Source: an optimization exercise on an open RTL-to-GDS flow (aim: small area, a short achievable clock period and few clock cycles per item). Production flows keep margins and buffers that such runs may drop. Only simulation tests tie the RTL to the original design; equivalence was not proved.

==> zinc: inputs <==
// mmc_s
module mmc_s(
    input ld, clk,
    input [31:0] i_a, i_b,
    output [31:0] res,
    output done);
==> module mmc_s, before the edit <==
module mmc_s(
    input ld, clk,
    input [31:0] i_a, i_b,
    output [31:0] res,
    output done);
    function automatic cout32(input [31:0] a, input [31:0] b, input c);
        reg [31:0] g, p;
        integer l, i;
        begin
            g = a & b;
            p = a | b;
            for (l = 1; l < 32; l = l * 2)
                for (i = 0; i < 32; i = i + 2 * l) begin
                    g[i + 2*l - 1] = g[i + 2*l - 1] | (p[i + 2*l - 1] & g[i + l - 1]);
                    p[i + 2*l - 1] = p[i + 2*l - 1] & p[i + l - 1];
                end
            cout32 = g[31] | (p[31] & c);
        end
    endfunction
    function automatic [32:0] padd32(input [31:0] a, input [31:0] b, input c);
        reg [31:0] g, p, t;
        integer l, i;
        begin
            t = a ^ b;
            g = a & b;
            p = t;
            g[0] = g[0] | (p[0] & c);
            for (l = 1; l < 32; l = l * 2)
                for (i = 0; i < 32; i = i + 1)
                    if (i & l) begin
                        g[i] = g[i] | (p[i] & g[(i & ~(l - 1)) - 1]);
                        p[i] = p[i] & p[(i & ~(l - 1)) - 1];
                    end
            padd32 = {g[31], t ^ {g[30:0], c}};
        end
    endfunction
    reg [31:0] x, y, u, v;
    reg        fy, dn;
    wire px = x[0];
    wire py = y[0] ^ fy;
    wire odd = px & py;
    wire [31:0] ny  = ~y;
    wire        cin = ~fy;
    wire [32:0] s;
    assign s[31:0] = padd32(x, ny, cin);
    assign s[32] = ~cout32(x, ny, cin);
    wire        neg = ~cout32(x, ny, cin);
    wire        fin = &((x ^ ny) ~^ {x[30:0] | ny[30:0], cin});
    wire [31:0] p1  = s[32:1];
    wire [31:0] p2  = {1'b0, s[32:2]};
    wire [31:0] p3  = {2'b0, s[32:3]};
    wire [31:0] n1  = {1'b0, ~s[31:1]};
    wire [31:0] n2  = {2'b0, ~s[31:2]};
    wire [31:0] n3  = {3'b0, ~s[31:3]};
    wire        e2  = ~s[1];
    wire        e4  = e2 & ~s[2];
    wire [31:0] sum = padd32(u, v, 1'b0);
    wire run  = ~ld & ~dn;
    wire sub  = run & odd;
    wire subx = sub & ~neg;             
    wire suby = sub & neg;              
    wire k1   = ~e2;
    wire k2   = e2 & ~e4;
    wire k3   = e4;
    wire hx   = run & ~px;              
    wire hy   = run & ~py;              
    wire du1 = (subx & k1) | (hx & py);
    wire dv1 = (suby & k1) | (hy & px);
    wire kx = ~(ld | subx | hx);
    wire ky = ~(ld | suby | hy);
    wire ku = ~(ld | suby | subx | du1);
    wire kv = ~(ld | subx | suby | dv1);
    always @(posedge clk) begin
        x  <= ({32{ld}} & i_a) | ({32{subx & k1}} & p1) | ({32{subx & k2}} & p2) | ({32{subx & k3}} & p3)
            | ({32{hx}} & {1'b0, x[31:1]}) | ({32{kx}} & x);
        y  <= ({32{ld}} & i_b) | ({32{suby & k1}} & n1) | ({32{suby & k2}} & n2) | ({32{suby & k3}} & n3)
            | ({32{hy}} & {1'b0, y[31:1]}) | ({32{ky}} & y);
        u  <= ({32{ld}} & i_b) | ({32{suby}} & sum) | ({32{du1}} & {u[30:0], 1'b0})
            | ({32{subx & k2}} & {u[29:0], 2'b0}) | ({32{subx & k3}} & {u[28:0], 3'b0}) | ({32{ku}} & u);
        v  <= ({32{subx}} & sum) | ({32{dv1}} & {v[30:0], 1'b0})
            | ({32{suby & k2}} & {v[29:0], 2'b0}) | ({32{suby & k3}} & {v[28:0], 3'b0}) | ({32{kv}} & v);
        fy <= suby | (~ld & fy);
        dn <= ~ld & (dn | (sub & fin));
    end
    assign res  = v;
    assign done = dn;
endmodule
==> flow/config.mk <==
export PLATFORM = sky130hd
export DESIGN_NAME = mmc_s
export DESIGN_NICKNAME = mmc_s
export VERILOG_FILES = /design/flow/design.v
export SDC_FILE = /design/flow/constraint.sdc
export NUM_CORES = 4
export LEC_CHECK = 0
export CAP_MARGIN = 20
export CORE_MARGIN = 2
export CORE_UTILIZATION = 40
export SETUP_SLACK_MARGIN = 2.5
export SLEW_MARGIN = 20
==> flow/constraint.sdc <==
create_clock -name core_clock -period 5.5 [get_ports {clk}]
set_input_delay 1.1000 -clock core_clock [delete_from_list [all_inputs] [get_ports {clk}]]
set_output_delay 1.1000 -clock core_clock [all_outputs]
set_load 0.01 [all_outputs]
standard.sh (not shown) runs the stock make flow with config.mk's settings and CLKGATE_MAP_FILE= SYNTH_SCRIPT=/design/flow/synth_recipe.tcl, a recipe that flattens the netlist after the stock synthesis.
==> flow/flow/run.sh <==
#!/bin/bash
# The standard layout (standard.sh, standard synthesis unchanged) with
# two ORFS options set:
#  - port buffers are buf_2 cells instead of the default delay-buffer
#    choice (every input and output port still gets its own buffer);
#  - ORFS's power recovery after global routing downsizes gates on paths
#    with slack to spare.
set -o pipefail
cat standard.sh > standard_sh.txt
export BUFFER_PORTS_ARGS="-buffer_cell sky130_fd_sc_hd__buf_2"
export RECOVER_POWER=100
bash standard.sh > standard.log 2>&1
==> garnet: changes against zinc <==
==> flow/design.v (replaced) <==
module mmc_s(
    input ld, clk,
    input [31:0] i_a, i_b,
    output [31:0] res,
    output done);
    function automatic [32:0] padd32(input [31:0] a, input [31:0] b, input c);
        reg [31:0] t, g, p, g0, p0;
        integer l, i, m;
        begin
            t = a ^ b;
            g0 = a;
            p0 = t;
            g0[0] = t[0] ? c : a[0];
            p0[0] = 1'b0;
            g = g0;
            p = p0;
            for (i = 1; i < 32; i = i + 1) begin
                g[i] = p0[i] ? g0[i - 1] : g0[i];
                p[i] = p0[i] & p0[i - 1];
            end
            for (l = 2; l < 32; l = l * 2)
                for (i = 0; i < 32; i = i + 1)
                    if (i & l) begin
                        m = (i & ~(l - 1)) - 1;
                        g[i] = p[i] ? g[m] : g[i];
                        p[i] = p[i] & p[m];
                    end
            padd32 = {g[31], t ^ {g[30:0], c}};
        end
    endfunction
    reg [31:0] x, y, u, v;
    reg        fy, dn;
    wire px = x[0];
    wire py = y[0] ^ fy;
    wire odd = px & py;
    wire [31:0] ny  = ~y;
    wire        cin = ~fy;
    wire [32:0] sc  = padd32(x, ny, cin);
    wire [32:0] s   = {~sc[32], sc[31:0]};
    wire        neg = s[32];
    wire        fin = &((x ^ ny) ~^ {x[30:0] | ny[30:0], cin});
    wire [31:0] p1  = s[32:1];
    wire [31:0] p2  = {1'b0, s[32:2]};
    wire [31:0] p3  = {2'b0, s[32:3]};
    wire [31:0] n1  = {1'b0, ~s[31:1]};
    wire [31:0] n2  = {2'b0, ~s[31:2]};
    wire [31:0] n3  = {3'b0, ~s[31:3]};
    wire [32:0] uv  = padd32(u, v, 1'b0);
    wire [31:0] sum = uv[31:0];
    function automatic [2:0] amt(input [2:1] l);
        amt = {~l[1] & ~l[2], ~l[1] & l[2], l[1]};
    endfunction
    wire [2:0] yl = y[2:0] ^ {3{fy}};   
    wire [2:0] kd = amt(s[2:1]);        
    wire [2:0] kx = amt(x[2:1]);
    wire [2:0] ky = amt(yl[2:1]);
    wire [2:0] kc = amt(x[2:1] | yl[2:1]);
    wire run  = ~ld & ~dn;
    wire sub  = run & odd;
    wire subx = sub & ~neg;             
    wire suby = sub & neg;              
    wire hb   = run & ~px & ~py;        
    wire hx   = run & ~px & py;         
    wire hy   = run & px & ~py;         
    wire [2:0] xd = {3{subx}} & kd;
    wire [2:0] yd = {3{suby}} & kd;
    wire [2:0] xh = ({3{hx}} & kx) | ({3{hb}} & kc);
    wire [2:0] yh = ({3{hy}} & ky) | ({3{hb}} & kc);
    wire [2:0] ud = xd | ({3{hx}} & kx);    
    wire [2:0] vd = yd | ({3{hy}} & ky);
    wire hold_x = ~(ld | subx | hx | hb);
    wire hold_y = ~(ld | suby | hy | hb);
    wire hold_u = ~(ld | suby | subx | hx);
    wire hold_v = ~(ld | subx | suby | hy);
    wire [34:0] bx = sub ? {2'b0, s[32:0]} : {3'b0, x};
    wire [34:0] by = sub ? {2'b0, ~s[32], ~s[31:0]} : {3'b0, y};
    wire [2:0]  sx = xd | xh;
    wire [2:0]  sy = yd | yh;
    always @(posedge clk) begin
        x  <= ({32{ld}} & i_a)
            | ({32{sx[0]}} & bx[32:1]) | ({32{sx[1]}} & bx[33:2]) | ({32{sx[2]}} & bx[34:3])
            | ({32{hold_x}} & x);
        y  <= ({32{ld}} & i_b)
            | ({32{sy[0]}} & by[32:1]) | ({32{sy[1]}} & by[33:2]) | ({32{sy[2]}} & by[34:3])
            | ({32{hold_y}} & y);
        u  <= ({32{ld}} & i_b) | ({32{suby}} & sum)
            | ({32{ud[0]}} & {u[30:0], 1'b0}) | ({32{ud[1]}} & {u[29:0], 2'b0}) | ({32{ud[2]}} & {u[28:0], 3'b0})
            | ({32{hold_u}} & u);
        v  <= ({32{subx}} & sum)
            | ({32{vd[0]}} & {v[30:0], 1'b0}) | ({32{vd[1]}} & {v[29:0], 2'b0}) | ({32{vd[2]}} & {v[28:0], 3'b0})
            | ({32{hold_v}} & v);
        fy <= suby | (~ld & fy);
        dn <= ~ld & (dn | (sub & fin));
    end
    assign res  = v;
    assign done = dn;
endmodule
==> flow/flow/run.sh (replaced) <==
#!/bin/bash
# The standard layout (standard.sh, standard synthesis unchanged), with
# the port buffers made buf_2 cells instead of ORFS's default choice (a
# delay buffer); every input and output port still gets its own buffer.
set -o pipefail
cat standard.sh > standard_sh.txt
export BUFFER_PORTS_ARGS="-buffer_cell sky130_fd_sc_hd__buf_2"
bash standard.sh > standard.log 2>&1
CTS_BUF_LIST = sky130_fd_sc_hd__clkbuf_4 sky130_fd_sc_hd__clkbuf_8   (was unset)
CTS_CLUSTER_SIZE = 30   (was unset)
SETUP_SLACK_MARGIN = 1.8   (was 2.5)
==> notes <==
In garnet the sequential share of layout area is higher than in zinc, by 2.3 points. Worst hold slack: garnet is worse than zinc (0.0073 ns). Against garnet, the utilization of zinc is higher by 9.7 points.
Testbench counts of zinc, summed over its fixed seeds: cycles 9,782, items 1,200.
Testbench counts of garnet, summed over its fixed seeds: cycles 8,802, items 1,200.

-- afterwards: timing with drivers on the ports --
No port has a modelled driver above. Below, the same layouts with a new extraction and two added sets of constraints.
Step 1: set_driving_cell puts a clkbuf_16 on clk and a buf_2 on each other input, an assumption about the parent block.
Step 2 also shifts input and output timing later by t, the mid clock arrival at the registers, as if the neighbouring blocks saw the same clock.
Three values: no drivers, after step 1, after step 2; two values: the first two.
run	t, ns	setup WS [ns]	worst hold slack (ns)	worst setup path after step 2
zinc	0.481	1.117 / 1.117 / 0.984	0.504 / 0.504 / 0.504	input to register
garnet	0.510	1.897 / 1.897 / 1.515	0.497 / 0.497 / 0.497	input to register
After both steps every run listed still meets setup and hold. The setup slack of garnet, which loses most, moves by 0.000 ns with the drivers and by -0.382 ns with both steps.
